What follows belongs to an exercise in optimizing a design on an open flow for small area; a production flow would make more cautious choices.
In this exercise RTL edits were held to simulation tests only and were not proved equivalent to the original.
In run 7 the design's own scripts or RTL, not TritonCTS, make the clock network.
No driver is modelled on the clock port, so clock power and skew are understated where the tree is cut down; a real chip needs a root buffer or a tree.
No activity file was given, so power comes from the tool's default toggle rates.

`flow/config.mk`:
```
export PLATFORM = sky130hd
export DESIGN_NAME = uart
export DESIGN_NICKNAME = uart
export VERILOG_FILES = /design/flow/design.v
export SDC_FILE = /design/flow/constraint.sdc
export NUM_CORES = 4
export LEC_CHECK = 0
export CAP_MARGIN = 20
export CORE_MARGIN = 2
export CORE_UTILIZATION = 40
export SLEW_MARGIN = 20
```
`flow/constraint.sdc`:
```
create_clock -name core_clock -period 20.0 [get_ports {clock}]
set_input_delay 4.0000 -clock core_clock [delete_from_list [all_inputs] [get_ports {clock}]]
set_output_delay 4.0000 -clock core_clock [all_outputs]
set_load 0.01 [all_outputs]
```
`flow/design.v`:
```
module frequencyDivider #(
	parameter frequencyClock=50000000,
	parameter baudRate=115200
)(
	input clock,
	input reset,
	output txenable1,					 
	output rxenable1					 
);
localparam integer txCountMax=(frequencyClock/baudRate);
localparam integer rxCountMax=(txCountMax/8);
reg txDividedClock;		 
reg rxDividedClock;		 
assign txenable1=txDividedClock;
assign rxenable1=rxDividedClock;
integer txCount;
integer rxCount;
always @ (posedge clock) begin
	if(reset) begin
		txCount=0;
		rxCount=0;
		txDividedClock<=1'b0;
		rxDividedClock<=1'b0;
	end
	else begin
		if(txCount<=(txCountMax/2)) begin
			txDividedClock<=1'b1;
		end
		else if(txCount>(txCountMax/2)) begin
			txDividedClock<=1'b0;
		end
		txCount=txCount+1;
		if(txCount==txCountMax) begin
			txCount=0;
		end
		if(rxCount<=(rxCountMax/2)) begin
			rxDividedClock<=1'b1;
		end
		else if(rxCount>(rxCountMax/2)) begin
			rxDividedClock<=1'b0;
		end
		rxCount=rxCount+1;
		if(rxCount==rxCountMax) begin
			rxCount=0;
		end
	end
end
endmodule
module transmitter(
	input clock,
	input reset,
	input enable,
	input transmit, 			 
	input [7:0] txDataIn,	 
	output reg txDataOut,    
	output txOut				 
);
reg start;
integer count;
reg prevEnable;
assign txOut=txDataOut;
always @ (posedge clock) begin
	if(reset==1'b1) begin
		txDataOut<=1'b1;			 
		start=1'b0;
		count=0;
		prevEnable=1'b0;
	end
	else begin
		if(enable==1'b1 && prevEnable==1'b0) begin
			if(transmit==1'b1 && start==1'b0) begin
				txDataOut<=1'b0;		 
				count=0;
				start=1;	
			end	
			else if(start==1'b1 && count<8) begin
				txDataOut<=txDataIn[count];
				count=count+1;
			end
			else if(start==1'b1) begin
				txDataOut<=1'b1;
				start=1'b0;
				count=0;
			end
		end
		prevEnable=enable;
	end
end	
endmodule
module receiver(
	input clock,
	input reset,
	input enable,
	input rxDataIn,						 
	output reg [7:0] rxDataOut			 
);
integer count;
integer enableCount;
reg start;
reg startBit;
reg prevEnable;
always @ (posedge clock) begin
	if(reset==1'b1) begin
		start=1'b0;
		startBit=1'b0;
		count=0;
		enableCount=0;
		rxDataOut<=8'b00000000;
		prevEnable=1'b0;
	end
	else begin
		if(enable==1'b1 && prevEnable==1'b0) begin
			enableCount=enableCount+1;
			if(rxDataIn==1'b0 && start==1'b0) begin
				start=1'b1;
				enableCount=1;
			end
			else if(startBit==1'b0 && start==1'b1) begin
				if(enableCount==8) begin
					startBit=1'b1;
					enableCount=0;
				end
			end
			else if(start==1'b1 && startBit==1'b1) begin
				if(enableCount==4) begin
					if(count==8) begin
						start=1'b0;
						startBit=1'b0;
						count=0;
					end
					else begin
						rxDataOut[count]<=rxDataIn;
						count=count+1;
					end
				end
			end
			if(enableCount==8) begin
				enableCount=0;
			end
		end
		prevEnable=enable;
	end
end
endmodule
module uart # (
	parameter baudRate=115200,
	parameter clockFrequency=50000000
)(
	input clock,             
	input reset,             
	input transmit,			 
	input [7:0] dataIn,      
	output  txenable,			 
	output  rxenable,        
	output [7:0] dataOut,	 
	output txOutData         
);
wire txDataOut;
wire rxDataIn;
assign rxDataIn=txDataOut;
frequencyDivider #(
	.baudRate(baudRate),
	.frequencyClock(clockFrequency)
	)frequencyDivider1 (
	.clock(clock),
	.reset(reset),
	.txenable1(txenable),
	.rxenable1(rxenable)
	);
transmitter tx(
	.clock(clock),
	.enable(txenable),
	.reset(reset),
	.transmit(transmit),
	.txDataIn(dataIn),
	.txDataOut(txDataOut),
	.txOut(txOutData)
);
receiver rx(
	.clock(clock),
	.enable(rxenable),
	.reset(reset),
	.rxDataIn(rxDataIn),
	.rxDataOut(dataOut)
);
endmodule
```
`flow/run.sh`:
```
#!/bin/bash
# synth_recipe.tcl (not shown) runs the flow's synth.tcl, then flattens the netlist and writes it again
# the make line also repeats each setting of config.mk as NAME=value (left out here)
make -C /OpenROAD-flow-scripts/flow DESIGN_CONFIG=/design/flow/config.mk WORK_HOME=/design/flow/orfs CLKGATE_MAP_FILE= SYNTH_SCRIPT=/design/flow/synth_recipe.tcl finish
```
==> results.tsv, run 1 <==
stage	metric	value	unit
synthesis	synth_area_leaders	dfxtp_1, nor2_1, xnor2_1	
placement	place_area	11510	µm²
global_routing	grt_pass1_vias	9351	
setup_path	reg2reg_slack	15.35	ns
floorplan	start_util	40.47	%
placement	hpwl	19040	µm
layout	antenna_cells	0	
synthesis	seq_area_frac_synth	31.51	%
layout	design_area	12160	µm²
synthesis	ys_warn_count	3	
synthesis	postSynthCellCount	1498	
clock_network	clk_pin_slew	0.09	ns
pwr	powerDensity	60.86	nW/µm²
setup_path	end_kind	register	
sta	setup_tns	0	ns
setup_path	critPathMaxFanout	79	
global_routing	grt_max_degree	80	
synthesis	ys_types	83	
routing	ant_nets	0	
status	outcome	finished clean	
setup_path	crit_family	buffers and inverters	
floorplan	die_w	171.2	µm
routing	dr.first_iter.drc_count	839	
sta	worst_pin_slew	0.9774	ns
clock_network	clkSinkCount	176	
floorplan	io_pins	22	
clock_network	clock_latency	0.44	ns
sta	max_freq	170.3	MHz
setup_path	ff2ff_path_depth	10	
setup_path	r2r-end	rx.count[21]	
pwr	max-vdd-ir-drop	0.04882	mV
synthesis	synth_edf_count	0	
min_path	whs_path_depth	1	
clock_network	htreeDepth	4	
global_routing	antenna_found_initial	1	
sta	period_minus_slack	5.873	ns
layout	post-route-util	44.01	%
placement	place.gp.congestion	0.8540	
synthesis	synth_top_area_cell	dfxtp_1	
clock_network	cts_tree	done	
sta	rsz0062_at_grt	false	
routing	vias_per_cell	5.686	
sta	fin_crit_sh	29.36	%
synthesis	ys.flop_type	dfxtp_1	
synthesis	ys_ff_latch	176	
routing	first_pass_iters	5	
setup_path	start_kind	primary input	
clock_network	ctsHoldBuffers	0	
setup_path	critPathSlowestCell	buf_4	
floorplan	die_area	29310	µm²
synthesis	synth_area_per_cell	7.465	µm²
pwr	p_leak	4.130	nW
routing	wl_per_cell	15.01	µm
layout	fillers	2797	
sta	whs	0.4699	ns
setup_path	cp.buffers_inverters	4	
global_routing	track_usage	19.01	%
setup_path	critical_path_class	in -> reg	
setup_path	critPathArrivalTime	6.21	ns
sta	finalMaxSlewViolations	0	
min_path	worstHoldStart	tx.count[31]	
clock_network	cts_resized	0	
routing	drc	0	
synthesis	synth_nets	1518	
setup_path	r2r_start	rx.enableCount[0]	
layout	drive_above_1_share	5.510	%
floorplan	fp-row-count	61	
clock_network	post_cts_buffers	0	
sta	final_hold_viol_count	0	
layout	areaGrowthSynthToFinish	8.750	%
placement	io_buffers	21	
setup_path	cp_common_cell	buf_4	
synthesis	synth_common_cells	nor2_1, dfxtp_1, nand2_1	
floorplan	core_area	27630	µm²
synthesis	synth_top_cell_area_share	31.51	%
synthesis	synth_most_common_cell	nor2_1	
min_path	min_path_type	reg -> reg	
routing	vias	10405	
clock_network	numCtsBuffers	17	
setup_path	cp_cell_sequence	buf_4 > buf_4 > inv_1 > o21ai_1 > buf_4 > nor3_1	
setup_path	max_stage_delay	0.67	ns
setup_path	critPathRequiredTime	20.34	ns
clock_network	cts-root-buf	clkbuf_16	
synthesis	synthArstFlopShare	0	%
layout	nNetsFinal	1459	
clock_network	cts_max_path_buffers	2	
synthesis	netlist_area	11180	µm²
sta	relSlewSlack	34.28	%
routing	wl	27470	µm
min_path	min_to	tx.count[31]	
floorplan	die_h	171.2	µm
global_routing	grt_overflow	0	
sta	skew	0.01762	ns
sta	setup_viol	0	
job	drv_cap	0	
pwr	total_power	0.7401	mW
global_routing	grt_first_pass_wirelength	46600	µm
[state kept, by name (all words and copies together) (netlist names)]
name,count
frequencyDivider1.rxCount,32
rx.startBit,1
tx.prevEnable,1
tx.txDataOut,1
tx.count,32
frequencyDivider1.txDividedClock,1
rx.prevEnable,1
rx.enableCount,32
tx.start,1
rx.rxDataOut,8
rx.start,1
frequencyDivider1.rxDividedClock,1
frequencyDivider1.txCount,32
rx.count,32
[where the power goes]
part	internal, mW	switching [mW]
registers	0.352	0.00352
clock network	0.184	0.172
logic	0.0102	0.0178
total	0.546	0.194
[worst max-delay path by stage]
stage | startpoint | to | slack (ns) | cells past startpoint
after floorplan | transmit | tx.count[19] | 14.61 | 8
after global placement | reset | rx.count[7] | 13.47 | 5
after detailed placement | reset | tx.count[22] | 13.59 | 6
after CTS | reset | tx.count[22] | 14.04 | 6
after global routing | reset | tx.count[22] | 13.86 | 6
final | reset | tx.count[22] | 14.13 | 6
[cell families (layout without fill, tap and decap cells)]
kind of cell	count (synthesis)	after routing	share of synthesized area (%)
AOI/OAI and AO/OA	296	296	17.00
xor gates and xnor gates	110	110	8.616
adders and majority gates	9	9	1.007
buffers and inverters	146	100	5.315
DFF	176	176	31.51
muxes	19	19	1.981
and+or+nand+nor	742	742	34.58
[routing by layer]
metal  up-vias  part of all wire [%]  track usage [%]  wire length (µm)
met2       167                    45            30.58             12470
met4         0                  0.76            3.464               210
met1      4882                    50            27.18             13830
met3        18                   3.5            2.853               962
li1       5338                     -                -                 -
met5         -                     0                0                 0
[placed cells by master (no fill, tap or decap), types with 12 or more instances in the layout]
master	netlist	routed
or3_1	36	36
nand4_1	53	53
xnor2_1	55	55
mux2i_1	12	12
nor4_1	57	57
and3_1	31	31
nand3_1	91	91
or4_1	16	16
clkbuf_16	0	17
clkdlybuf4s50_1	0	20
nor3_1	42	42
o21ai_0	77	77
inv_1	37	37
and4_1	15	15
nor2b_1	13	13
o31ai_1	17	17
nand2_1	116	116
dfxtp_1	176	176
a21oi_1	79	79
xor2_1	55	55
a31oi_1	18	18
nor2_1	207	207
[stage by stage]
step	setup slack, ns	instances
after global routing	13.86	1830
final	14.13	1830
after global placement	13.47	1796
after CTS	14.04	1829
after floorplan	14.61	1498
after detailed placement	13.59	1797
[final cells by class]
type	instances	area, µm²	share of cell area (%)
Clock buffer	17	425.4	3.498
Clock inverter	15	212.7	1.749
Inverter	37	138.9	1.142
Multi-Input combinational cell	1176	7097	58.36
Sequential cell	176	3523	28.97
Tap cell	378	473.0	3.889
Timing Repair Buffer	31	290.3	2.387
==> run 2, diff against run 1 <==
==> flow/design.v (replaced) <==
module frequencyDivider (
	input clock,
	input reset,
	output reg txenable1,
	output reg rxenable1,
	output txtick,
	output rxtick
);
reg [7:0] txCount;
reg [4:0] rxCount;
wire txWrap = &txCount;
wire rxWrap = &rxCount;
assign txtick = txenable1 & ~txCount[7] & ~txCount[6] & ~txCount[4] & ~txCount[3] & ~txCount[0];
assign rxtick = rxenable1 & ~rxCount[4] & ~rxCount[3] & ~rxCount[1] & ~rxCount[0];
always @(posedge clock) begin
	if (reset) begin
		txCount <= 8'hff;
		rxCount <= 5'h1f;
		txenable1 <= 1'b0;
		rxenable1 <= 1'b0;
	end else begin
		txenable1 <= txenable1 ^ txWrap;
		rxenable1 <= rxenable1 ^ rxWrap;
		txCount <= (txCount + 8'd1) | {2'b00, txWrap, 1'b0, txWrap & txenable1, txWrap & ~txenable1, txWrap & ~txenable1, 1'b0};
		rxCount <= (rxCount + 5'd1) | {2'b00, rxWrap, rxWrap & rxenable1, 1'b0};
	end
end
endmodule
module transmitter (
	input clock,
	input reset,
	input tick,
	input transmit,
	input [7:0] txDataIn,
	output reg txDataOut
);
reg [3:0] state;
wire idle = state[3] & state[0];
wire last = state[3] & ~state[0];
always @(posedge clock) begin
	if (reset) begin
		state <= 4'hf;
		txDataOut <= 1'b1;
	end else if (tick) begin
		if (idle) begin
			if (transmit) begin
				state <= 4'h0;
				txDataOut <= 1'b0;
			end
		end else if (last) begin
			state <= 4'hf;
			txDataOut <= 1'b1;
		end else begin
			state <= state + 4'd1;
			txDataOut <= txDataIn[state[2:0]];
		end
	end
end
endmodule
module receiver (
	input clock,
	input reset,
	input tick,
	input rxDataIn,
	output reg [7:0] rxDataOut
);
reg [6:0] q;
wire idle = ~q[6] & ~q[5];
wire [6:0] qn = q + 7'd1;
wire sample = qn[6] & ~qn[2] & ~qn[1] & ~qn[0];
always @(posedge clock) begin
	if (reset) begin
		q <= 7'd0;
		rxDataOut <= 8'd0;
	end else if (tick) begin
		if (idle) begin
			if (~rxDataIn)
				q <= 7'd53;
		end else begin
			q <= qn;
			if (sample)
				rxDataOut[qn[5:3]] <= rxDataIn;
		end
	end
end
endmodule
module uart (
	input clock,             
	input reset,             
	input transmit,          
	input [7:0] dataIn,      
	output txenable,         
	output rxenable,         
	output [7:0] dataOut,    
	output txOutData         
);
wire txtick, rxtick;
frequencyDivider frequencyDivider1 (
	.clock(clock),
	.reset(reset),
	.txenable1(txenable),
	.rxenable1(rxenable),
	.txtick(txtick),
	.rxtick(rxtick)
);
transmitter tx (
	.clock(clock),
	.reset(reset),
	.tick(txtick),
	.transmit(transmit),
	.txDataIn(dataIn),
	.txDataOut(txOutData)
);
receiver rx (
	.clock(clock),
	.reset(reset),
	.tick(rxtick),
	.rxDataIn(txOutData),
	.rxDataOut(dataOut)
);
endmodule
--- a/flow/config.mk
+++ b/flow/config.mk
@@ -8,4 +8,5 @@
 export CAP_MARGIN = 20
 export CORE_MARGIN = 2
 export CORE_UTILIZATION = 40
+export CTS_BUF_LIST = sky130_fd_sc_hd__clkbuf_4
 export SLEW_MARGIN = 20
==> run 2 against run 1 <==
  * Still clean
  * Hold slack got worse by 0.023 ns
  * Worst setup slack improved by 0.46 ns
  * Combinational power is about 40% higher
  * Clock power decreased by 89%
  * Sequential power down 75%
  * Global-route usage is 3.7 points lower
  * Register-to-register slack improved by 2.1 ns
  * Core utilization rose by 4.8 points
  * Final cell count fell by 85%
  * Area after synthesis decreased by 84%
  * Total power down 77%
  * Largest power group unchanged
==> results.tsv, run 2 <==
stage	metric	value	unit
status	outcome	finished clean	
synthesis	synth_top_area_cell	dfxtp_1	
synthesis	seq_area_frac_synth	38.28	%
layout	nNetsFinal	238	
clock_network	cts_max_path_buffers	2	
sta	setup_viol	0	
routing	vias_per_cell	5.431	
floorplan	io_pins	22	
setup_path	critPathRequiredTime	16.00	ns
placement	io_buffers	21	
sta	skew	0.01167	ns
floorplan	die_area	5134	µm²
setup_path	critPathArrivalTime	1.42	ns
layout	layout_commonest_cell	dfxtp_1	
layout	instances_no_fill	269	
pwr	p_leak	0.7829	nW
global_routing	antenna_found_initial	0	
layout	final_cell_mix	dfxtp_1, clkdlybuf4s50_1, nand2_1	
synthesis	synth_common_cells	dfxtp_1, nand2_1, nor2_1	
synthesis	ys_warn_count	3	
global_routing	grt_first_pass_wirelength	6279	µm
synthesis	synth_most_common_cell	dfxtp_1	
routing	drc	0	
clock_network	clk_pin_slew	0.10	ns
sta	max_freq	184.7	MHz
placement	place_area	2086	µm²
clock_network	cts_resized	0	
synthesis	synth_edf_count	0	
routing	first_pass_iters	6	
sta	finalMaxSlewViolations	0	
sta	fin_crit_sh	27.08	%
clock_network	clock_latency	0.35	ns
clock_network	ctsHoldBuffers	0	
layout	areaGrowthSynthToFinish	16.81	%
clock_network	cts-root-buf	clkbuf_4	
min_path	min_path_type	reg -> reg	
sta	period_minus_slack	5.415	ns
sta	rsz0062_at_grt	false	
setup_path	end_kind	output pin	
synthesis	synth_area_leaders	dfxtp_1, ha_1, xor2_1	
setup_path	max_stage_delay	0.59	ns
floorplan	fp-row-count	24	
setup_path	reg2reg_slack	17.41	ns
global_routing	grt_pass1_vias	1486	
pwr	max-vdd-ir-drop	0.04497	mV
setup_path	crit_family	buffers and inverters	
routing	dr.first_iter.drc_count	32	
setup_path	critPathMaxFanout	5	
clock_network	cts_tree	done	
pwr	powerDensity	79.45	nW/µm²
layout	design_area	2138	µm²
layout	top_regs	frequencyDivider1.txCount: 8 flops, rx.rxDataOut: 8 flops, rx.q: 7 flops	
setup_path	critPathSlowestCell	clkdlybuf4s50_1	
sta	relSlewSlack	63.42	%
synthesis	synth_area_per_cell	9.484	µm²
floorplan	core_area	4384	µm²
setup_path	start_kind	register	
clock_network	numCtsBuffers	5	
layout	drive_above_1_share	10.14	%
global_routing	grt_max_degree	37	
sta	final_hold_viol_count	0	
sta	worst_pin_slew	0.5487	ns
layout	antenna_cells	0	
setup_path	critical_path_class	reg -> out	
clock_network	clkSinkCount	35	
floorplan	die_w	71.65	µm
placement	dp.cells	261	
sta	setup_tns	0	ns
synthesis	synth_nets	215	
routing	wl	3553	µm
clock_network	htreeDepth	2	
synthesis	netlist_area	1831	µm²
placement	hpwl	2570	µm
synthesis	ys.flop_type	dfxtp_1	
placement	place.gp.congestion	0.8077	
setup_path	cp_cell_sequence	clkdlybuf4s50_1	
routing	ant_nets	0	
sta	whs	0.4466	ns
floorplan	start_util	41.75	%
routing	wl_per_cell	13.21	µm
routing	vias	1461	
synthesis	ys_types	48	
global_routing	grt_overflow	0	
global_routing	track_usage	15.31	%
synthesis	postSynthCellCount	193	
floorplan	die_h	71.65	µm
synthesis	synthArstFlopShare	0	%
job	drv_cap	0	
layout	post-route-util	48.77	%
clock_network	post_cts_buffers	0	
setup_path	cp.buffers_inverters	1	
synthesis	ys_ff_latch	35	
synthesis	synth_top_cell_area_share	38.28	%
-- run 2: cell count changes after synthesis, moves of 49 or more --
cell      before  now
dfxtp_1      176   35
clkbuf_1      81    4
nand4_1       53    0
nand2_1      116   14
a21oi_1       79    3
nor2_1       207   12
nor4_1        57    1
o21ai_0       77    7
xnor2_1       55    6
nand3_1       91    7
-- run 2: cells by family after synthesis --
| group | share of synthesized area [%] |
|---|---|
| compound gates | 16.34 |
| xor+xnor | 6.699 |
| fa+ha+maj | 7.519 |
| buf+inv | 2.939 |
| flops | 38.28 |
| mux | 5.263 |
| simple gates | 22.97 |
-- run 2: path summary, 6_finish.rpt --
path / start / endpoint / cells past startpoint
worst max-delay path: tx.txDataOut / txOutData / 1
worst min-delay path: frequencyDivider1.rxCount[0] / frequencyDivider1.rxCount[0] / 1
worst max register to register: rx.q[0] / rx.rxDataOut[4] / 9
worst min register to register: frequencyDivider1.rxCount[0] / frequencyDivider1.rxCount[0] / 1
-- run 2: layout make-up --
| cell class | instances | area (µm²) |
|---|---|---|
| Clock buffer | 7 | 52.55 |
| Fill cell | 442 | 2246 |
| Multi-Input combinational cell | 144 | 1076 |
| Inverter | 9 | 33.78 |
| Sequential cell | 35 | 700.7 |
| Tap cell | 52 | 65.06 |
| Timing Repair Buffer | 21 | 205.2 |
| Clock inverter | 1 | 5.005 |
-- run 2: metrics by stage --
step / worst slack, ns / power, mW
4_1_cts: 14.31 / 0.1720
3_3_place_gp: 14.01 / 0.1294
5_1_grt: 14.53 / 0.1816
2_1_floorplan: 14.99 / 0.1193
3_5_place_dp: 13.95 / 0.1311
6_report: 14.58 / 0.1699
-- run 2: per-layer routing --
layer	wire length (µm)	vias up	global-route usage, %	share of wire, %
met2	1763	16	27.16	50
met5	0	-	0	0
met4	58	0	7.547	1.6
li1	-	748	-	-
met3	118	7	3.376	3.3
met1	1612	690	17.22	45
-- run 2: power by group --
part           internal, mW  switching (mW)  leakage [nW]
Clock                0.0164          0.0243        0.0361
Sequential           0.0801         0.00993         0.286
Combinational        0.0213          0.0179         0.461
==> run 3, diff against run 2 <==
--- a/flow/config.mk
+++ b/flow/config.mk
@@ -8,5 +8,4 @@
 export CAP_MARGIN = 20
 export CORE_MARGIN = 2
 export CORE_UTILIZATION = 40
-export CTS_BUF_LIST = sky130_fd_sc_hd__clkbuf_4
 export SLEW_MARGIN = 20
==> run 3 against run 2 <==
  * Clock power is 21% higher
  * Still clean on timing, DRC and antenna
  * Critical path depth did not move
  * Largest power group unchanged
  * Total power increased by 5.0%
  * Sequential share of layout area decreased by 0.36 points
==> results.tsv, run 3 <==
stage	metric	value	unit
sta	max_freq	187.0	MHz
global_routing	grt_overflow	0	
synthesis	synth_nets	215	
sta	period_minus_slack	5.349	ns
sta	setup_viol	0	
synthesis	synth-simple-area-share	22.97	%
synthesis	synth_area_per_cell	9.484	µm²
synthesis	ys.flop_type	dfxtp_1	
job	drv_cap	0	
placement	dp.cells	261	
layout	final_cell_mix	dfxtp_1, clkdlybuf4s50_1, nand2_1	
global_routing	grt_max_degree	37	
global_routing	met1_usage	17.48	%
synthesis	netlist_area	1831	µm²
setup_path	r2r-end	rx.rxDataOut[2]	
layout	top_regs	frequencyDivider1.txCount: 8 flops, rx.rxDataOut: 8 flops, rx.q: 7 flops	
routing	wl	3560	µm
synthesis	seq_area_frac_synth	38.28	%
synthesis	synth_most_common_cell	dfxtp_1	
setup_path	critical_path_class	reg -> out	
global_routing	grt_first_pass_wirelength	6279	µm
global_routing	grt_pass1_vias	1466	
layout	drive_above_1_share	9.217	%
clock_network	htreeDepth	2	
clock_network	cts_tree	done	
clock_network	post_cts_buffers	0	
synthesis	synth_top_cell_area_share	38.28	%
pwr	internal_power	0.1258	mW
synthesis	ys_types	48	
sta	fin_crit_sh	26.74	%
synthesis	synth_area_leaders	dfxtp_1, ha_1, xor2_1	
floorplan	io_pins	22	
pwr	max-vdd-ir-drop	0.05029	mV
setup_path	cp_cell_sequence	clkdlybuf4s50_1	
synthesis	postSynthCellCount	193	
pwr	powerDensity	82.50	nW/µm²
layout	antenna_cells	0	
sta	relSlewSlack	62.89	%
floorplan	fp-row-count	24	
pwr	p_leak	0.7890	nW
clock_network	clkSinkCount	35	
setup_path	crit_family	buffers and inverters	
setup_path	critPathArrivalTime	1.35	ns
floorplan	die_area	5134	µm²
layout	instances_no_fill	269	
setup_path	max_stage_delay	0.59	ns
placement	place.gp.congestion	0.8077	
setup_path	start_kind	register	
pwr	p_switching	0.05253	mW
synthesis	synthAdderAreaFrac	7.519	%
synthesis	synth_top_family_by_area	simple AND/OR/NAND/NOR gates	
setup_path	critPathMaxFanout	5	
sta	worst_pin_slew	0.5566	ns
layout	nNetsFinal	238	
setup_path	ff2ff_path_depth	9	
synthesis	ys_ff_latch	35	
routing	first_pass_iters	4	
synthesis	synth_edf_count	0	
routing	drc	0	
placement	io_buffers	21	
clock_network	cts_max_path_buffers	2	
pwr	p_clk_share	27.6	%
pwr	switching_share	29.45	%
sta	setup_tns	0	ns
global_routing	track_usage	15.28	%
synthesis	synthMuxAreaShare	5.263	%
floorplan	die_w	71.65	µm
floorplan	start_util	41.75	%
clock_network	numCtsBuffers	5	
layout	layout_commonest_cell	dfxtp_1	
status	outcome	finished clean	
synthesis	synth_xor_area_share	6.699	%
routing	vias_per_cell	5.428	
min_path	min_to	frequencyDivider1.rxCount[0]	
layout	fillers	434	
sta	skew	0.006342	ns
setup_path	critPathRequiredTime	16.00	ns
routing	dr.first_iter.drc_count	25	
routing	vias	1460	
clock_network	clock_latency	0.28	ns
clock_network	cts-root-buf	clkbuf_8	
setup_path	end_kind	output pin	
synthesis	synth_compound_gate_area_share	16.34	%
pwr	pwr-share-seq	50.5	%
setup_path	reg2reg_slack	17.42	ns
clock_network	clk_pin_slew	0.07	ns
floorplan	core_area	4384	µm²
synthesis	synth_top_area_cell	dfxtp_1	
min_path	worstHoldStart	frequencyDivider1.rxCount[0]	
global_routing	grt_util_met2	27.06	%
synthesis	synth_common_cells	dfxtp_1, nand2_1, nor2_1	
routing	ant_nets	0	
clock_network	cts_resized	0	
layout	areaGrowthSynthToFinish	18.11	%
setup_path	cp.buffers_inverters	1	
sta	finalMaxSlewViolations	0	
min_path	min_path_type	reg -> reg	
synthesis	synthArstFlopShare	0	%
floorplan	die_h	71.65	µm
min_path	whs_path_depth	1	
sta	final_hold_viol_count	0	
placement	hpwl	2570	µm
setup_path	critPathSlowestCell	clkdlybuf4s50_1	
setup_path	r2r_start	rx.q[0]	
synthesis	ys_warn_count	3	
clock_network	ctsHoldBuffers	0	
global_routing	antenna_found_initial	0	
global_routing	grtUsageMet3	4.641	%
routing	wl_per_cell	13.23	µm
sta	rsz0062_at_grt	false	
pwr	combPwrFrac	21.9	%
global_routing	grt_busiest_layer	met2	
==> run 3: cell counts after synthesis <==
No cell type changed its count.
==> run 3: cell type report <==
class | count | area [µm²] | share of cell area, %
Multi-Input combinational cell | 144 | 1076 | 49.77
Sequential cell | 35 | 700.7 | 32.41
Timing Repair Buffer | 21 | 205.2 | 9.491
Clock buffer | 7 | 76.32 | 3.530
Tap cell | 52 | 65.06 | 3.009
Inverter | 9 | 33.78 | 1.563
Clock inverter | 1 | 5.005 | 0.2315
==> run 3: worst reg2reg max path, delay by kind of cell, from the launching register on <==
family,cells,cell delay [ns]
simple gates,2,0.51
buf+inv,1,0.12
fa+ha+maj,2,0.54
flops,1,0.44
mux,1,0.20
xor+xnor,3,0.71
==> run 3: routing by layer <==
metal | vias up | share of wire (%)
met3 | 6 | 3.1
li1 | 747 | -
met5 | - | 0
met4 | 0 | 1.4
met2 | 17 | 50
met1 | 690 | 45
==> run 3: metrics by stage <==
step | total power [mW] | utilization [%] | hold slack [ns] | cell area (µm²) | setup WS, ns
detailed placement | 0.1311 | 47.57 | 0.4278 | 2086 | 13.95
global placement | 0.1294 | 47.57 | 0.4126 | 2086 | 14.01
global route | 0.1911 | 49.32 | 0.4639 | 2162 | 14.61
floorplan | 0.1193 | - | 0.3956 | 1831 | 14.99
CTS | 0.1813 | 49.43 | 0.4427 | 2167 | 14.24
finish | 0.1784 | 49.32 | 0.4403 | 2162 | 14.65
==> run 3: power by group through the flow <==
stage | sequential (mW) | clock (mW) | combinational, mW
global route | 0.0917 | 0.0543 | 0.0451
detailed placement | 0.0916 | 0 | 0.0395
global placement | 0.0913 | 0 | 0.0381
CTS | 0.0900 | 0.0511 | 0.0401
floorplan | 0.0903 | 0 | 0.0290
finish | 0.0901 | 0.0492 | 0.0391
==> run 3: how the worst max path moves through the flow <==
stage,startpoint,endpoint,slack (ns),cells past startpoint
after floorplan,dataIn[7],tx.txDataOut,14.99,4
after global placement,reset,rx.rxDataOut[5],14.01,4
after detailed placement,reset,rx.rxDataOut[5],13.95,4
after CTS,reset,rx.rxDataOut[5],14.24,4
after global routing,tx.txDataOut,txOutData,14.61,1
final,tx.txDataOut,txOutData,14.65,1
==> run 3: logic make-up (layout without fill, tap and decap cells) <==
kind of cell / Yosys count / after routing
buffers and inverters: 14 / 38
AO/OA/AOI/OAI: 38 / 38
flip-flops: 35 / 35
XOR/XNOR: 14 / 14
AND/OR/NAND/NOR: 74 / 74
multiplexers: 7 / 7
adder cells (fa/ha/maj): 11 / 11
==> run 4, diff against run 3 <==
--- a/flow/design.v
+++ b/flow/design.v
@@ -6,22 +6,29 @@
 	output txtick,
 	output rxtick
 );
-reg [7:0] txCount;
+reg txMod2;
+reg [2:0] txMod7;
+reg [4:0] txMod31;
 reg [4:0] rxCount;
-wire txWrap = &txCount;
 wire rxWrap = &rxCount;
-assign txtick = txenable1 & ~txCount[7] & ~txCount[6] & ~txCount[4] & ~txCount[3] & ~txCount[0];
+wire txZero = ~txMod2 & ~|txMod7 & ~|txMod31;
+wire txOne = txMod7 == 3'b001 && txMod31 == 5'b00001;	 
+assign txtick = txMod2 & txOne;
 assign rxtick = rxenable1 & ~rxCount[4] & ~rxCount[3] & ~rxCount[1] & ~rxCount[0];
 always @(posedge clock) begin
 	if (reset) begin
-		txCount <= 8'hff;
+		txMod2 <= 1'b0;
+		txMod7 <= 3'd0;
+		txMod31 <= 5'd0;
 		rxCount <= 5'h1f;
 		txenable1 <= 1'b0;
 		rxenable1 <= 1'b0;
 	end else begin
-		txenable1 <= txenable1 ^ txWrap;
+		txMod2 <= ~txMod2;
+		txMod7 <= {txMod7[1:0], ~(txMod7[2] ^ txMod7[1])};
+		txMod31 <= {txMod31[3:0], ~(txMod31[4] ^ txMod31[2])};
+		txenable1 <= txZero | (txenable1 & ~(~txMod2 & txOne));
 		rxenable1 <= rxenable1 ^ rxWrap;
-		txCount <= (txCount + 8'd1) | {2'b00, txWrap, 1'b0, txWrap & txenable1, txWrap & ~txenable1, txWrap & ~txenable1, 1'b0};
 		rxCount <= (rxCount + 5'd1) | {2'b00, rxWrap, rxWrap & rxenable1, 1'b0};
 	end
 end
==> flow/flow/run.sh (new file) <==
#!/bin/bash
# Own layout flow: the standard synthesis, then its combinational logic
# re-mapped for area by ABC (registers untouched), then the standard ORFS
# layout of that netlist with 1x port buffers.
set -euo pipefail
W=$PWD
F=$W/flow
bash standard.sh synth > $W/std_synth.log 2>&1
STD=$W/orfs/results/$FLOW_PLATFORM/uart/base/1_2_yosys.v
cp $STD $W/std_netlist.v
export LIBFILE=$FLOW_HOME/platforms/sky130hd/lib/sky130_fd_sc_hd__tt_025C_1v80.lib
export DONT_USE_CELLS="$(make -s -C $FLOW_HOME DESIGN_CONFIG=$W/config.mk print-DONT_USE_CELLS 2>/dev/null | sed -n 's/^DONT_USE_CELLS: //p')"
export STD_NETLIST=$W/std_netlist.v OUT_NETLIST=$W/resyn.v ABC_SCRIPT=$F/area.abc
yosys -c $F/resyn.tcl > $W/resyn.log 2>&1
rm -rf $W/orfs
export SYNTH_NETLIST_FILES=$W/resyn.v
export BUFFER_PORTS_ARGS="-buffer_cell sky130_fd_sc_hd__buf_1"
if [[ -f $F/cts_args.txt ]]; then export CTS_ARGS="$(cat $F/cts_args.txt)"; fi
bash standard.sh > $W/layout.log 2>&1
==> flow/flow/area.abc (new file) <==
strash
&get -n
&deepsyn -I 4 -J 50
&put
dc2
dch -f
map -a
strash
dc2
dch -f
map -a
==> flow/flow/cts_args.txt (new file) <==
-buf_list sky130_fd_sc_hd__clkbuf_16 -root_buf sky130_fd_sc_hd__clkbuf_16 -dont_use_dummy_load -repair_clock_nets
==> flow/flow/resyn.tcl (new file) <==
# Re-map the combinational logic of the standard synthesis netlist for area.
# The flip-flops are kept as they are (same instances, names and cell types).
yosys -import
set lib $::env(LIBFILE)
read_liberty -ignore_miss_func $lib
read_verilog -defer $::env(STD_NETLIST)
hierarchy -top $::env(FLOW_TOP)
foreach m [split [string trim [tee -q -s result.string select -list-mod =sky130_fd_sc_hd__*df* =sky130_fd_sc_hd__*dl*]] "\n"] {
  setattr -mod -set keep_hierarchy 1 $m
}
flatten
opt -purge
techmap
opt -fast
set du {}
foreach c $::env(DONT_USE_CELLS) { lappend du -dont_use $c }
abc -liberty $lib {*}$du -script $::env(ABC_SCRIPT)
opt_clean -purge
hilomap -singleton -hicell sky130_fd_sc_hd__conb_1 HI -locell sky130_fd_sc_hd__conb_1 LO
select $::env(FLOW_TOP)
tee -o resyn_stat.txt stat -liberty $lib
write_verilog -noattr -noexpr -nohex -nodec -selected $::env(OUT_NETLIST)
==> flow/standard.sh (new file) <==
#!/bin/bash
# synth_recipe.tcl (not shown) runs the flow's synth.tcl, then flattens the netlist and writes it again
# the make line also repeats each setting of config.mk as NAME=value (left out here)
make -C /OpenROAD-flow-scripts/flow DESIGN_CONFIG=/design/flow/config.mk WORK_HOME=/design/flow/orfs CLKGATE_MAP_FILE= SYNTH_SCRIPT=/design/flow/synth_recipe.tcl "${@:-finish}"
removed: flow/run.sh
==> run 4 against run 3 <==
  * Still clean on timing, DRC and antenna
  * Sequential power decreased by 13%
  * Combinational power decreased by 66%
  * First-iteration DRC count grew 150%
  * Fmax grew 11%
  * Area after synthesis shrank 25%
  * Clock power rose by 39%
  * Via count fell by 18%
  * Worst setup slack better by 0.55 ns
  * Critical path type is now in -> reg
==> results.tsv, run 4 <==
stage	metric	value	unit
status	outcome	finished clean	
floorplan	core_area	3311	µm²
clock_network	cts_resized	0	
clock_network	cts-root-buf	clkbuf_16	
layout	layout_commonest_cell	dfxtp_1	
sta	period_minus_slack	4.803	ns
clock_network	cts_max_path_buffers	2	
setup_path	cp_common_cell	o21ai_0	
clock_network	post_cts_buffers	0	
layout	final_cell_mix	dfxtp_1, nor2_1, clkinv_1	
setup_path	end_kind	register	
clock_network	cts_tree	done	
synthesis	netlist_area	1369	µm²
pwr	p_leak	0.5865	nW
setup_path	cp_cell_sequence	buf_1 > buf_4 > nor2_1 > o21ai_0 > o21ai_0 > o21ai_0	
layout	antenna_cells	0	
placement	place.gp.congestion	0.7404	
routing	vias	1198	
job	drv_cap	0	
sta	whs	0.4031	ns
routing	wl	2651	µm
routing	ant_nets	0	
sta	rsz0062_at_grt	false	
sta	worst_pin_slew	0.4709	ns
setup_path	max_stage_delay	0.31	ns
clock_network	ctsHoldBuffers	0	
placement	io_buffers	21	
sta	max_freq	208.2	MHz
setup_path	critPathRequiredTime	20.20	ns
setup_path	start_kind	primary input	
global_routing	grt_max_degree	26	
floorplan	io_pins	22	
pwr	powerDensity	97.68	nW/µm²
global_routing	antenna_found_initial	0	
routing	first_pass_iters	4	
sta	final_hold_viol_count	0	
setup_path	cp.buffers_inverters	2	
floorplan	die_area	3906	µm²
setup_path	critPathMaxFanout	25	
pwr	total_power	0.1600	mW
sta	setup_tns	0	ns
min_path	min_path_type	reg -> reg	
global_routing	grt_pass1_vias	1133	
sta	relSlewSlack	68.32	%
setup_path	crit_family	compound AO/OA/AOI/OAI gates	
synthesis	postSynthCellCount	169	
floorplan	die_h	62.50	µm
floorplan	fp-row-count	21	
sta	skew	0.01152	ns
setup_path	critPathSlowestCell	o21ai_0	
routing	vias_per_cell	4.950	
synthesis	synth_area_per_cell	8.099	µm²
setup_path	critPathArrivalTime	5.00	ns
sta	setup_viol	0	
routing	dr.first_iter.drc_count	62	
routing	drc	0	
clock_network	clock_latency	0.27	ns
floorplan	die_w	62.50	µm
layout	top_regs	rx.rxDataOut: 8 flops, rx.q: 7 flops	
floorplan	start_util	41.35	%
clock_network	htreeDepth	2	
sta	finalMaxSlewViolations	0	
pwr	max-vdd-ir-drop	0.03803	mV
synthesis	ys_warn_count	0	
layout	top_register	rx.rxDataOut	
placement	hpwl	1982	µm
layout	areaGrowthSynthToFinish	19.65	%
global_routing	track_usage	14.87	%
sta	fin_crit_sh	24.02	%
synthesis	synth_nets	180	
routing	wl_per_cell	10.95	µm
layout	nNetsFinal	209	
clock_network	clk_pin_slew	0.05	ns
layout	drive_above_1_share	5.612	%
setup_path	critical_path_class	in -> reg	
clock_network	numCtsBuffers	5	
global_routing	grt_overflow	0	
layout	fillers	326	
global_routing	grt_first_pass_wirelength	4629	µm
clock_network	clkSinkCount	36	
layout	largest_reg_flops	8	
run 4: changes by cell type in the layout (fill, tap and decap cells not counted), moves of 6 or more:
| cell | delta |
|---|---|
| nor2_1 | +20 |
| nand2b_1 | -10 |
| xor2_1 | -8 |
| or3_1 | -8 |
| ha_1 | -11 |
| inv_1 | -9 |
| buf_1 | +21 |
| clkdlybuf4s50_1 | -20 |
| xnor2_1 | -6 |
| a311oi_1 | +7 |
| a21oi_1 | +12 |
| clkinv_1 | +24 |
run 4: per-stage QoR:
stage	instance area, µm²	worst slack (ns)	utilization [%]	std cells
floorplan	1369	15.38	-	169
global placement	1513	15.01	45.69	237
detailed placement	1513	14.92	45.69	237
CTS	1638	15.19	49.47	242
global route	1638	15.04	49.47	242
finish	1638	15.20	49.47	242
run 4: final cells by class:
class	instances	area (µm²)	share of cell area (%)
Multi-Input combinational cell	109	558.0	34.07
Timing Repair Buffer	22	86.33	5.271
Tap cell	46	57.56	3.514
Clock buffer	5	125.1	7.639
Sequential cell	36	720.7	44.00
Inverter	24	90.09	5.500
run 4: per-layer routing:
layer  vias up  part of all wire (%)  track usage [%]
met5         -                     0                0
met4         0                   1.9            8.333
met3         5                   3.4            3.423
met2        23                    46            25.13
met1       528                    48            17.31
li1        642                     -                -
run 4: report_power, final:
group          total, mW  switching (mW)  internal (mW)  leakage [nW]
sequential        0.0785         0.00279         0.0758         0.294
clock             0.0682          0.0244         0.0438        0.0616
combinational     0.0132         0.00821        0.00504         0.231
total              0.160          0.0354          0.125         0.587
run 4: worst paths after layout:
path / start / to / slack, ns / cells after the start
max: reset / tx.state[2] / 15.20 / 6
max reg2reg: frequencyDivider1.txMod31[2] / tx.state[2] / 17.82 / 8
min: frequencyDivider1.rxCount[0] / frequencyDivider1.rxCount[0] / 0.40 / 1
min reg2reg: frequencyDivider1.rxCount[0] / frequencyDivider1.rxCount[0] / 0.40 / 1
run 4: worst reg2reg max path: stages, from the launching register on:
cell,delay [ns]
dfxtp_1,0.31
or2_2,0.31
nor4_1,0.26
clkinv_1,0.14
nor4_1,0.38
a21oi_1,0.17
o21ai_0,0.32
o21ai_0,0.15
o21ai_0,0.08
==> run 5, diff against run 4 <==
==> flow/flow/cts_args.txt (replaced) <==
-buf_list sky130_fd_sc_hd__clkbuf_8 -root_buf sky130_fd_sc_hd__clkbuf_8 -sink_clustering_enable -sink_clustering_size 40 -sink_clustering_max_diameter 500 -dont_use_dummy_load -repair_clock_nets
==> run 5 against run 4 <==
  * Non-clock buffer count is the same
  * Core utilization decreased by 1.7 points
  * Critical path depth fell by 5
  * Largest power group unchanged
  * Hold slack better by 0.0015 ns
  * Die area stayed put
  * Synthesized cell count stayed put
  * Fmax fell by 0.13%
  * Clock power fell by 34%
==> results.tsv, run 5 <==
stage	metric	value	unit
setup_path	end_kind	output pin	
clock_network	clock_latency	0.28	ns
global_routing	track_usage	14.79	%
clock_network	clk_pin_slew	0.06	ns
setup_path	max_stage_delay	0.37	ns
global_routing	grt_overflow	0	
synthesis	synth_nets	180	
routing	first_pass_iters	4	
pwr	max-vdd-ir-drop	0.03268	mV
synthesis	netlist_area	1369	µm²
clock_network	cts_resized	0	
clock_network	post_cts_buffers	0	
routing	ant_nets	0	
setup_path	cp.buffers_inverters	1	
synthesis	ys_warn_count	0	
floorplan	die_area	3906	µm²
status	outcome	finished clean	
sta	setup_slack	15.19	ns
sta	relSlewSlack	69.38	%
sta	worst_pin_slew	0.4550	ns
layout	antenna_cells	0	
global_routing	antenna_found_initial	0	
layout	final_cell_mix	dfxtp_1, nor2_1, clkinv_1	
synthesis	postSynthCellCount	169	
clock_network	cts_max_path_buffers	2	
sta	setup_viol	0	
layout	top_register	rx.rxDataOut	
layout	design_area	1582	µm²
sta	skew	0.01497	ns
sta	period_minus_slack	4.809	ns
job	drv_cap	0	
sta	fin_crit_sh	24.05	%
pwr	powerDensity	86.51	nW/µm²
placement	io_buffers	21	
layout	post-route-util	47.77	%
layout	largest_reg_flops	8	
floorplan	core_area	3311	µm²
floorplan	die_w	62.50	µm
sta	finalMaxSlewViolations	0	
layout	areaGrowthSynthToFinish	15.54	%
routing	wl_per_cell	11.10	µm
routing	dr.first_iter.drc_count	66	
sta	max_freq	207.9	MHz
sta	rsz0062_at_grt	false	
routing	drc	0	
clock_network	ctsHoldBuffers	0	
setup_path	critical_path_class	reg -> out	
layout	top_regs	rx.rxDataOut: 8 flops, rx.q: 7 flops	
clock_network	numCtsBuffers	5	
setup_path	critPathMaxFanout	3	
clock_network	cts-root-buf	clkbuf_8	
setup_path	critPathSlowestCell	dfxtp_1	
clock_network	clkSinkCount	36	
setup_path	crit_family	flip-flops	
layout	nNetsFinal	209	
setup_path	cp_cell_sequence	buf_1	
layout	drive_above_1_share	5.612	%
pwr	p_leak	0.5609	nW
clock_network	cts_tree	done	
routing	vias	1200	
pwr	total_power	0.1368	mW
sta	setup_tns	0	ns
floorplan	fp-row-count	21	
placement	dp_slack	14.92	ns
setup_path	critPathRequiredTime	16.00	ns
min_path	min_path_type	reg -> reg	
floorplan	die_h	62.50	µm
global_routing	grt_pass1_vias	1122	
floorplan	io_pins	22	
clock_network	htreeDepth	2	
placement	hpwl	1982	µm
placement	place.gp.congestion	0.7404	
setup_path	start_kind	register	
synthesis	synth_area_per_cell	8.099	µm²
global_routing	grt_max_degree	26	
routing	vias_per_cell	4.959	
layout	layout_commonest_cell	dfxtp_1	
global_routing	grt_first_pass_wirelength	4616	µm
setup_path	critPathArrivalTime	0.81	ns
floorplan	start_util	41.35	%
sta	final_hold_viol_count	0	
placement	place_area	1513	µm²
routing	wl	2685	µm
run 5: cell types whose count changed in the layout (fill, tap and decap cells not counted):
cell	delta
clkbuf_16	-5
clkbuf_8	+5
run 5: routing by layer:
layer	GRT usage, %	share of wire [%]	up-vias
li1	-	-	640
met1	17.31	49	532
met2	24.87	46	23
met3	3.423	3.4	5
met4	8.333	1.9	0
met5	0	0	-
run 5: cell type report:
class / count / area, µm²
multi-input combinational: 109 / 558.0
clock buffer: 5 / 68.82
fill: 334 / 1729
timing repair buffer: 22 / 86.33
tap: 46 / 57.56
sequential: 36 / 720.7
inverter: 24 / 90.09
run 5: path summary, 6_finish.rpt:
check / startpoint / end / slack (ns) / cells after the start
hold / removal: frequencyDivider1.rxCount[0] / frequencyDivider1.rxCount[0] / 0.40 / 1
setup / recovery: tx.txDataOut / txOutData / 15.19 / 1
setup reg to reg: frequencyDivider1.txMod31[2] / tx.state[2] / 17.82 / 8
hold reg to reg: frequencyDivider1.rxCount[0] / frequencyDivider1.rxCount[0] / 0.40 / 1
run 5: stage by stage:
stage	cells	hold WS, ns
finish	242	0.4046
global route	242	0.4222
detailed placement	237	0.3942
global placement	237	0.3905
CTS	242	0.4093
floorplan	169	0.3746
run 5: power by group:
part	switching (mW)	internal, mW	total [mW]
logic	0.00826	0.00504	0.0133
registers	0.00279	0.0756	0.0784
clock network	0.0227	0.0224	0.0452
==> run 6, diff against run 5 <==
--- a/flow/flow/run.sh
+++ b/flow/flow/run.sh
@@ -15,5 +15,4 @@
 rm -rf $W/orfs
 export SYNTH_NETLIST_FILES=$W/resyn.v
 export BUFFER_PORTS_ARGS="-buffer_cell sky130_fd_sc_hd__buf_1"
-if [[ -f $F/cts_args.txt ]]; then export CTS_ARGS="$(cat $F/cts_args.txt)"; fi
 bash standard.sh > $W/layout.log 2>&1
==> flow/flow/area.abc (replaced) <==
strash
dch -f
map -a
strash
dch -f
map -a
removed: flow/flow/cts_args.txt
==> run 6 against run 5 <==
  * First-iteration DRC count rose by 3.0%
  * Still clean on timing, DRC and antenna
  * Critical endpoint is now rx.rxDataOut[1]
  * Die area rose by 6.8%
  * Hold slack better by 0.0034 ns
  * Via count increased by 8.5%
  * Highest routed layer unchanged
==> results.tsv, run 6 <==
stage	metric	value	unit
routing	dr.first_iter.drc_count	68	
synthesis	synth_nets	210	
routing	vias	1302	
floorplan	io_pins	22	
layout	fillers	367	
floorplan	die_h	64.60	µm
floorplan	start_util	40.74	%
synthesis	postSynthCellCount	199	
floorplan	die_w	64.60	µm
placement	place_area	1608	µm²
clock_network	clkSinkCount	36	
sta	rsz0062_at_grt	false	
setup_path	max_stage_delay	0.64	ns
global_routing	antenna_found_initial	0	
pwr	pwr-share-seq	55.1	%
routing	wl_per_cell	10.33	µm
layout	post-route-util	47.15	%
clock_network	numCtsBuffers	5	
floorplan	core_area	3606	µm²
pwr	powerDensity	81.78	nW/µm²
setup_path	start_kind	primary input	
global_routing	grt_first_pass_wirelength	4864	µm
clock_network	cts_tree	done	
layout	top_register	rx.rxDataOut	
min_path	min_path_type	reg -> reg	
clock_network	cts_max_path_buffers	2	
routing	drc	0	
layout	areaGrowthSynthToFinish	15.76	%
synthesis	synth_area_per_cell	7.381	µm²
sta	fin_crit_sh	27.77	%
pwr	p_switching	0.03609	mW
setup_path	cp_cell_sequence	buf_1 > clkinv_1 > nand2_1 > o21ai_0	
floorplan	die_area	4173	µm²
clock_network	post_cts_buffers	0	
sta	max_freq	180.1	MHz
synthesis	netlist_area	1469	µm²
clock_network	ctsHoldBuffers	0	
layout	design_area	1700	µm²
layout	antenna_cells	0	
routing	first_pass_iters	4	
clock_network	clock_latency	0.29	ns
placement	place.gp.congestion	0.8149	
setup_path	critPathMaxFanout	19	
sta	relSlewSlack	50.53	%
global_routing	grt_max_degree	20	
setup_path	critPathArrivalTime	5.73	ns
setup_path	critPathSlowestCell	clkinv_1	
pwr	p_leak	0.6265	nW
routing	ant_nets	0	
global_routing	grt_pass1_vias	1164	
setup_path	end_kind	register	
status	outcome	finished clean	
placement	io_buffers	21	
sta	finalMaxSlewViolations	0	
global_routing	track_usage	15.30	%
pwr	combPwrFrac	6.9	%
layout	final_cell_mix	dfxtp_1, nor2_1, clkinv_1	
clock_network	htreeDepth	2	
synthesis	ys_warn_count	0	
sta	skew	0.004349	ns
clock_network	clk_pin_slew	0.08	ns
setup_path	critPathRequiredTime	20.17	ns
routing	wl	2850	µm
placement	hpwl	2059	µm
setup_path	critical_path_class	in -> reg	
pwr	max-vdd-ir-drop	0.03529	mV
sta	setup_tns	0	ns
sta	final_hold_viol_count	0	
job	drv_cap	0	
sta	period_minus_slack	5.554	ns
floorplan	fp-row-count	22	
global_routing	grt_overflow	0	
layout	top_regs	rx.rxDataOut: 8 flops, rx.q: 7 flops	
layout	layout_commonest_cell	dfxtp_1	
sta	setup_viol	0	
sta	worst_pin_slew	0.7420	ns
pwr	switching_share	25.95	%
layout	largest_reg_flops	8	
layout	nNetsFinal	238	
pwr	p_clk_share	38.0	%
routing	vias_per_cell	4.717	
clock_network	cts_resized	0	
clock_network	cts-root-buf	clkbuf_8	
pwr	internal_power	0.1030	mW
layout	drive_above_1_share	5.702	%
[run 6: cell types whose count changed in the layout (fill, tap and decap cells not counted), moves of 3 or more]
cell	before	now
a21oi_1	15	12
a311oi_1	8	0
clkinv_1	24	32
nand2_1	14	25
nand3_1	8	16
nor2_1	32	35
o21ai_0	12	21
[run 6: metrics by stage]
stage	setup slack (ns)	hold WS [ns]	std cells	total power, mW
detailed placement	14.04	0.3921	268	0.08805
CTS	14.38	0.4123	276	0.1412
finish	14.45	0.4080	276	0.1391
global route	14.07	0.4275	276	0.1453
floorplan	15.28	0.3746	199	0.08475
global placement	14.12	0.3924	268	0.08798
[run 6: worst max-delay path: cells and delay by family]
kind                   cells  cell delay (ns)
buffers and inverters      2             1.19
AO/OA/AOI/OAI              1             0.13
AND/OR/NAND/NOR            1             0.40
[run 6: layout make-up]
cell class / count / area, µm² / area share [%]
multi-input cells: 131 / 628.1 / 36.94
repair buffers: 21 / 78.83 / 4.636
well taps: 48 / 60.06 / 3.532
inverters: 32 / 120.1 / 7.064
clock inverters: 3 / 23.77 / 1.398
clock buffers: 5 / 68.82 / 4.047
flip-flops and latches: 36 / 720.7 / 42.38
[run 6: power by group through the flow]
stage / logic [mW] / registers, mW / clock network [mW]
5_1_grt: 0.0113 / 0.0771 / 0.0570
2_1_floorplan: 0.00646 / 0.0783 / 0
3_5_place_dp: 0.00974 / 0.0783 / 0
4_1_cts: 0.00978 / 0.0767 / 0.0547
3_3_place_gp: 0.00969 / 0.0783 / 0
6_report: 0.00960 / 0.0767 / 0.0528
[run 6: final timing paths]
path              cells after the start                            to                    startpoint  slack [ns]
hold reg to reg                       1  frequencyDivider1.rxCount[0]  frequencyDivider1.rxCount[0]        0.41
setup reg to reg                      7                   tx.state[2]   frequencyDivider1.txMod7[1]       17.97
hold / removal                        1  frequencyDivider1.rxCount[0]  frequencyDivider1.rxCount[0]        0.41
setup / recovery                      4               rx.rxDataOut[1]                         reset       14.45
[run 6: routing by layer]
layer | share of wire (%) | wire (µm) | track usage (%)
met5 | 0 | 0 | 0
met4 | 3.0 | 85 | 10.37
met3 | 4.6 | 130 | 4.861
met2 | 43 | 1218 | 23.18
met1 | 50 | 1417 | 18.46
==> run 7, diff against run 6 <==
--- a/flow/design.v
+++ b/flow/design.v
@@ -12,7 +12,7 @@
 reg [4:0] rxCount;
 wire rxWrap = &rxCount;
 wire txZero = ~txMod2 & ~|txMod7 & ~|txMod31;
-wire txOne = txMod7 == 3'b001 && txMod31 == 5'b00001;	 
+wire txOne = &txMod7 & &txMod31;	 
 assign txtick = txMod2 & txOne;
 assign rxtick = rxenable1 & ~rxCount[4] & ~rxCount[3] & ~rxCount[1] & ~rxCount[0];
 always @(posedge clock) begin
@@ -25,8 +25,8 @@
 		rxenable1 <= 1'b0;
 	end else begin
 		txMod2 <= ~txMod2;
-		txMod7 <= {txMod7[1:0], ~(txMod7[2] ^ txMod7[1])};
-		txMod31 <= {txMod31[3:0], ~(txMod31[4] ^ txMod31[2])};
+		txMod7 <= {~txMod7[1:0], ~(txMod7[2] ^ txMod7[1])};
+		txMod31 <= {~txMod31[3:0], ~(txMod31[4] ^ txMod31[2])};
 		txenable1 <= txZero | (txenable1 & ~(~txMod2 & txOne));
 		rxenable1 <= rxenable1 ^ rxWrap;
 		rxCount <= (rxCount + 5'd1) | {2'b00, rxWrap, rxWrap & rxenable1, 1'b0};
--- a/flow/flow/run.sh
+++ b/flow/flow/run.sh
@@ -15,4 +15,5 @@
 rm -rf $W/orfs
 export SYNTH_NETLIST_FILES=$W/resyn.v
 export BUFFER_PORTS_ARGS="-buffer_cell sky130_fd_sc_hd__buf_1"
+export PRE_CTS_TCL=$F/cts_pre.tcl CLOCK_BUF_CELL=sky130_fd_sc_hd__clkbuf_16 CLOCK_PORT_NAME=clock
 bash standard.sh > $W/layout.log 2>&1
==> flow/flow/area.abc (replaced) <==
strash
&get -n
&deepsyn -I 4 -J 50
&put
dc2
dch -f
map -a
strash
dc2
dch -f
map -a
==> flow/flow/cts_pre.tcl (new file) <==
# Clock distribution for a small design: one clock buffer, placed at the
# centre of the flip-flops it drives, feeds every clock pin from the clock
# port, in place of TritonCTS's tree (which builds a root and four leaves).
set block [ord::get_db_block]
set master [[ord::get_db] findMaster $::env(CLOCK_BUF_CELL)]
set clknet [$block findNet $::env(CLOCK_PORT_NAME)]
set bufnet [odb::dbNet_create $block clknet_root]
$bufnet setSigType CLOCK
set inst [odb::dbInst_create $block $master clkbuf_root]
set sx 0; set sy 0; set n 0
foreach iterm [$clknet getITerms] {
  set other [$iterm getInst]
  set bb [$other getBBox]
  set sx [expr {$sx + ([$bb xMin] + [$bb xMax]) / 2}]
  set sy [expr {$sy + ([$bb yMin] + [$bb yMax]) / 2}]
  incr n
  $iterm disconnect
  $iterm connect $bufnet
}
[$inst findITerm A] connect $clknet
[$inst findITerm X] connect $bufnet
$inst setLocation [expr {$sx / $n}] [expr {$sy / $n}]
$inst setPlacementStatus PLACED
puts "clock buffer $::env(CLOCK_BUF_CELL) drives $n clock pins"
rename clock_tree_synthesis tritoncts_clock_tree_synthesis
proc clock_tree_synthesis { args } { puts "TritonCTS skipped: the clock is buffered by cts_pre.tcl" }
==> run 7 against run 6 <==
  * Still clean on timing, DRC and antenna
  * Total power down 18%
  * Register-to-register slack better by 0.21 ns
  * Sequential cell count is the same
  * Core utilization shrank 0.63 points
  * Area after synthesis shrank 6.1%
  * Via count fell by 6.4%
  * Die area decreased by 5.8%
  * Wire length is 6.5% lower
  * Sequential share of layout area grew 4.4 points
  * First-iteration DRC count fell by 62%
  * Critical path depth stayed put
  * Critical path type unchanged
  * Critical endpoint unchanged
  * Highest routed layer unchanged
==> results.tsv, run 7 <==
stage	metric	value	unit
status	outcome	finished clean	
placement	io_buffers	21	
floorplan	io_pins	22	
placement	place.gp.congestion	0.8560	
synthesis	synth_area_per_cell	7.790	µm²
routing	wl_per_cell	10.88	µm
floorplan	die_w	62.71	µm
clock_network	ctsHoldBuffers	0	
layout	drive_above_1_share	1.508	%
routing	dr.first_iter.drc_count	26	
layout	design_area	1540	µm²
floorplan	die_area	3933	µm²
synthesis	ys_warn_count	0	
global_routing	grt_overflow	0	
layout	top_register	rx.rxDataOut	
sta	relSlewSlack	56.96	%
routing	wl	2665	µm
layout	layout_commonest_cell	dfxtp_1	
layout	final_cell_mix	dfxtp_1, nor2_1, nand2_1	
floorplan	fp-row-count	21	
setup_path	cp_cell_sequence	buf_1 > clkinv_1 > nand2_1 > o21ai_0	
pwr	powerDensity	74.01	nW/µm²
setup_path	start_kind	primary input	
sta	setup_tns	0	ns
pwr	max-vdd-ir-drop	0.04360	mV
min_path	min_to	frequencyDivider1.rxCount[0]	
placement	hpwl	2096	µm
sta	skew	0.002327	ns
routing	drc	0	
setup_path	cp.buffers_inverters	2	
routing	ant_nets	0	
min_path	min_path_type	reg -> reg	
sta	worst_pin_slew	0.6456	ns
setup_path	crit_cells	4	
global_routing	grt_first_pass_wirelength	4712	µm
global_routing	grt_max_degree	37	
sta	max_freq	182.1	MHz
min_path	worstHoldStart	frequencyDivider1.rxCount[0]	
routing	vias_per_cell	4.976	
floorplan	start_util	41.65	%
floorplan	die_h	62.71	µm
clock_network	clk_pin_slew	0.12	ns
sta	whs	0.4206	ns
setup_path	critPathArrivalTime	5.56	ns
clock_network	clock_latency	0.18	ns
placement	dp.cells	244	
pwr	p_leak	0.5203	nW
job	drv_cap	0	
setup_path	reg2reg_slack	18.18	ns
setup_path	ff2ff_path_depth	8	
global_routing	grt_pass1_vias	1145	
pwr	total_power	0.1140	mW
setup_path	r2r-end	rx.q[4]	
synthesis	synth_nets	188	
global_routing	antenna_found_initial	0	
sta	final_hold_viol_count	0	
setup_path	r2r_start	frequencyDivider1.rxenable1	
clock_network	cts_resized	0	
sta	finalMaxSlewViolations	0	
sta	period_minus_slack	5.491	ns
layout	nNetsFinal	212	
setup_path	critPathRequiredTime	20.07	ns
layout	largest_reg_flops	8	
synthesis	netlist_area	1379	µm²
setup_path	cp-startpoint	reset	
layout	instances_no_fill	245	
sta	rsz0062_at_grt	false	
sta	fin_crit_sh	27.45	%
layout	areaGrowthSynthToFinish	11.71	%
layout	antenna_cells	0	
min_path	whs_path_depth	1	
layout	top_regs	rx.rxDataOut: 8 flops, rx.q: 7 flops	
setup_path	critPathSlowestCell	clkinv_1	
setup_path	end_kind	register	
placement	place_area	1515	µm²
routing	first_pass_iters	4	
setup_path	critPathMaxFanout	19	
synthesis	postSynthCellCount	177	
layout	fillers	354	
floorplan	core_area	3311	µm²
setup_path	critical_path_class	in -> reg	
clock_network	post_cts_buffers	0	
sta	setup_viol	0	
global_routing	track_usage	13.73	%
routing	vias	1219	
setup_path	crit_family	buffers and inverters	
setup_path	max_stage_delay	0.63	ns
-- run 7: stage by stage --
stage / util (%) / setup WS, ns
3_5_place_dp: 45.77 / 14.26
6_report: 46.52 / 14.51
3_3_place_gp: 45.77 / 14.38
5_1_grt: 46.52 / 14.20
2_1_floorplan: - / 15.30
4_1_cts: 46.52 / 14.26
-- run 7: cell type report --
class,count,area (µm²),share of cell area (%)
Buffer,1,25.02,1.625
Inverter,19,71.32,4.630
Multi-Input combinational cell,122,586.8,38.10
Sequential cell,36,720.7,46.79
Tap cell,46,57.56,3.737
Timing Repair Buffer,21,78.83,5.118
-- run 7: worst max path at each step --
| stage | slack, ns | endpoint |
|---|---|---|
| floorplan | 15.30 | tx.state[3] |
| detailed placement | 14.26 | rx.rxDataOut[1] |
| CTS | 14.26 | rx.rxDataOut[1] |
| global route | 14.20 | rx.rxDataOut[1] |
| global placement | 14.38 | rx.rxDataOut[7] |
| finish | 14.51 | rx.rxDataOut[1] |
-- run 7: worst reg2reg max path, cell delays in order, from the launching register on --
cell,delay (ns)
dfxtp_1,0.39
nor3b_1,0.27
nand3_1,0.13
nand3b_1,0.21
nor2_1,0.20
clkinv_1,0.12
o21ai_0,0.20
o21ai_0,0.10
a31oi_1,0.15
-- run 7: power breakdown --
part           switching [mW]  leakage (nW)  internal [mW]
registers             0.00238         0.295         0.0753
logic                 0.00568         0.213        0.00345
clock network          0.0178        0.0123        0.00941
total                  0.0258         0.520         0.0882
-- run 7: metal layers --
layer | part of all wire, % | up-vias | wire length, µm | track usage, %
met5 | 0 | - | 0 | 0
met4 | 1.2 | 0 | 31 | 1.667
met3 | 2.4 | 4 | 65 | 1.261
met2 | 49 | 12 | 1318 | 24.73
met1 | 47 | 553 | 1250 | 18.36
li1 | - | 650 | - | -

afterwards: timing with drivers on the ports:
The results above use ideal ports. As a check the final layouts listed here were re-extracted and re-timed, cells and wires unchanged.
Step 1, drivers: a clkbuf_16 drives clock and a buf_2 each remaining input, both assumed.
Step 2 times the ports against the registers' clock, not the clock port: input delays grow and output delays shrink by t, the midpoint of the rising clock arrivals with the driver on.
a / b / c = ideal ports / drivers / drivers and shift; a / b = the first two.
run	t (ns)	setup slack, ns	worst setup path after step 2	latest minus earliest clock arrival (ns)
run 1	0.481	14.127 / 14.110 / 13.628	input to register	0.021 / 0.021
run 2	0.370	14.585 / 14.562 / 14.518	input to register	0.012 / 0.011
run 3	0.307	14.651 / 14.625 / 14.515	input to register	0.006 / 0.006
run 4	0.296	15.197 / 15.172 / 14.908	input to register	0.012 / 0.011
run 5	0.299	15.191 / 15.167 / 14.901	input to register	0.015 / 0.015
run 6	0.320	14.446 / 14.448 / 14.128	input to register	0.004 / 0.005
run 7	0.208	14.509 / 14.513 / 14.305	input to register	0.003 / 0.003
After both steps setup and hold are still met in every run listed. For run 1, which loses most, drivers alone change the setup slack by -0.017 ns; drivers and shift together by -0.499 ns.
